This design comes from an exercise in tuning for small area and a short achievable clock period on the open sky130 flow, not from production work. At most, simulation tests tie the RTL to the original design; equivalence was not proved. Power and IR drop assume default switching activity.

## SCPU
module SCPU(
    clk, rst_n, in_valid, instruction, MEM_out,
    busy, out_valid,
    out0, out1, out2, out3, out4, out5, out6, out7,
    out8, out9, out10, out11, out12, out13, out14, out15,
    WEN, ADDR, MEM_in
);
input clk, rst_n, in_valid;
input [18:0] instruction;
input signed [15:0] MEM_out;
output busy;
output reg out_valid;
output reg signed [15:0] out0, out1, out2, out3, out4, out5, out6, out7,
                         out8, out9, out10, out11, out12, out13, out14, out15;
output reg WEN;
output signed [15:0] MEM_in;
output reg [12:0] ADDR;
assign busy = 1'b0;
wire [15:0] rf [0:15];
assign rf[0] = out0;
assign rf[1] = out1;
assign rf[2] = out2;
assign rf[3] = out3;
assign rf[4] = out4;
assign rf[5] = out5;
assign rf[6] = out6;
assign rf[7] = out7;
assign rf[8] = out8;
assign rf[9] = out9;
assign rf[10] = out10;
assign rf[11] = out11;
assign rf[12] = out12;
assign rf[13] = out13;
assign rf[14] = out14;
assign rf[15] = out15;
reg v1;
reg [18:0] i1;
always @(posedge clk or negedge rst_n)
    if (!rst_n) v1 <= 1'b0; else v1 <= in_valid;
always @(posedge clk) i1 <= instruction;
reg v2;
reg [2:0] op2;
reg [3:0] rs2, rt2;
reg [7:0] imm2;
always @(posedge clk or negedge rst_n)
    if (!rst_n) v2 <= 1'b0; else v2 <= v1;
always @(posedge clk) begin
    op2  <= i1[18:16];
    rs2  <= i1[15:12];
    rt2  <= i1[11:8];
    imm2 <= i1[7:0];
end
reg [15:0] rs_oh2;
always @(posedge clk) rs_oh2 <= 16'd1 << i1[15:12];
reg [15:0] rs_val;
integer rs_i;
always @(*) begin
    rs_val = 16'd0;
    for (rs_i = 0; rs_i < 16; rs_i = rs_i + 1)
        rs_val = rs_val | ({16{rs_oh2[rs_i]}} & rf[rs_i]);
end
reg [15:0] rt_oh2;
  ...
For scale: about 3500 cells after synthesis, roughly 580 flip-flops, ~30000 um2 of cells after synthesis.
export LEC_CHECK = 0
export ABC_AREA = 1
export CAP_MARGIN = 20
export CORE_MARGIN = 2
export CORE_UTILIZATION = 40
export CTS_CLUSTER_DIAMETER = 100
export CTS_CLUSTER_SIZE = 16
export SETUP_SLACK_MARGIN = 4.0
export SLEW_MARGIN = 20
create_clock -name core_clock -period 6.8 [get_ports {clk}]
standard.sh (not shown) runs the stock make flow with config.mk's settings and CLKGATE_MAP_FILE= SYNTH_SCRIPT=/design/flow/synth_recipe.tcl, a recipe that flattens the netlist after the stock synthesis.
==> flow/flow/run.sh <==
#!/bin/bash
# The standard layout (standard.sh, standard synthesis included), except that
# the input and output ports are buffered with plain buffers (buf_1) instead of
# the delay cells buffer_ports picks by default. The make output goes to
# standard.log; ORFS keeps each tool's own log under orfs/logs/.
set -euo pipefail
export BUFFER_PORTS_ARGS="-buffer_cell sky130_fd_sc_hd__buf_1"
bash standard.sh > standard.log 2>&1
The first run completed without violations.
Then changed:
- SETUP_SLACK_MARGIN: 4.0 -> 4.1
What happened:
- die area stays the same
- worst setup slack gains 0.15 ns
- synthesized area does not change
- core utilization rose by 1.1 points
No functional check of the RTL was part of any run of this note.

* * *

SCPU, a different RTL version from the one above (not shown whole).
For scale: roughly 570 flip-flops, about 330 I/O pins, roughly 0.030 sq mm of cells after synthesis.
clock: 6.8 ns
lec_check: 0
abc_area: 1
cap_margin: 20
core_margin: 2
core_utilization: 40
setup_slack_margin: 4.0
slew_margin: 20
Scripts as last shown in full above: flow/flow/run.sh
Edit:
--- a/flow/config.mk
+++ b/flow/config.mk
@@ -11,0 +12,2 @@
+export CTS_CLUSTER_DIAMETER = 100
+export CTS_CLUSTER_SIZE = 16
=>
- setup slack degrades by 0.016 ns
- clock power is lower by 30%
- utilization is lower by 1.2 points
- area after synthesis is unchanged
- combinational power barely changes
- synthesized cell count does not change
- design area is lower by 2.5%

* * *

Another version of the RTL of SCPU (not shown whole).
Size in the first run: about 570 flip-flops, about 330 I/O pins.
clock: 6.8 ns
lec_check: 0
abc_area: 1
cap_margin: 20
core_margin: 2
core_utilization: 40
cts_cluster_diameter: 100
cts_cluster_size: 16
setup_slack_margin: 4.1
slew_margin: 20
Scripts as last shown in full above: flow/flow/run.sh
Rerun with:
- PLACE_DENSITY: unset -> 0.45
Result: The changed run produced a clean layout; worst setup slack barely changes; worst hold slack is about the same; die area is unchanged; global-route usage grows by 3.7 points; final cell count rises by 0.44%; flip-flop and latch count does not change; final area rises by 0.40%; count of clock-buffer cells in the layout went up by 1; non-clock buffer count grows by 23; via count is about the same.

[afterwards: timing with drivers on the ports]
How much do the figures lean on ideal ports? The routed layouts below were timed once more, with nothing changed but the port constraints.
Step 1: set_driving_cell puts a clkbuf_16 on clk and a buf_2 on each other input, an assumption about the parent block.
Step 2, shift: input delay + t, output delay - t, t = (earliest + latest rising clock arrival at the registers) / 2. This alone moves slack from input paths to output paths.
Slacks: ideal / step 1 / step 2; pairs: ideal / step 1.
run	t, ns	slack for setup (ns)	hold slack, ns
the first run of note 1	0.683	3.908 / 3.908 / 3.908	0.328 / 0.328 / 0.328
the second run of note 1	0.684	4.063 / 4.002 / 4.049	0.323 / 0.323 / 0.323
the first run of note 2	0.702	3.981 / 3.919 / 3.981	0.317 / 0.317 / 0.317
the second run of note 2	0.664	3.965 / 3.898 / 3.987	0.327 / 0.327 / 0.327
the first run of note 3	0.674	4.059 / 3.985 / 3.772	0.323 / 0.323 / 0.323
the second run of note 3	0.680	4.057 / 4.033 / 4.057	0.321 / 0.321 / 0.321
After both steps every run listed still meets setup and hold. For the first run of note 3, which loses most, drivers alone change the setup slack by -0.074 ns; drivers and shift together by -0.287 ns. Setup slack includes reset recovery checks.
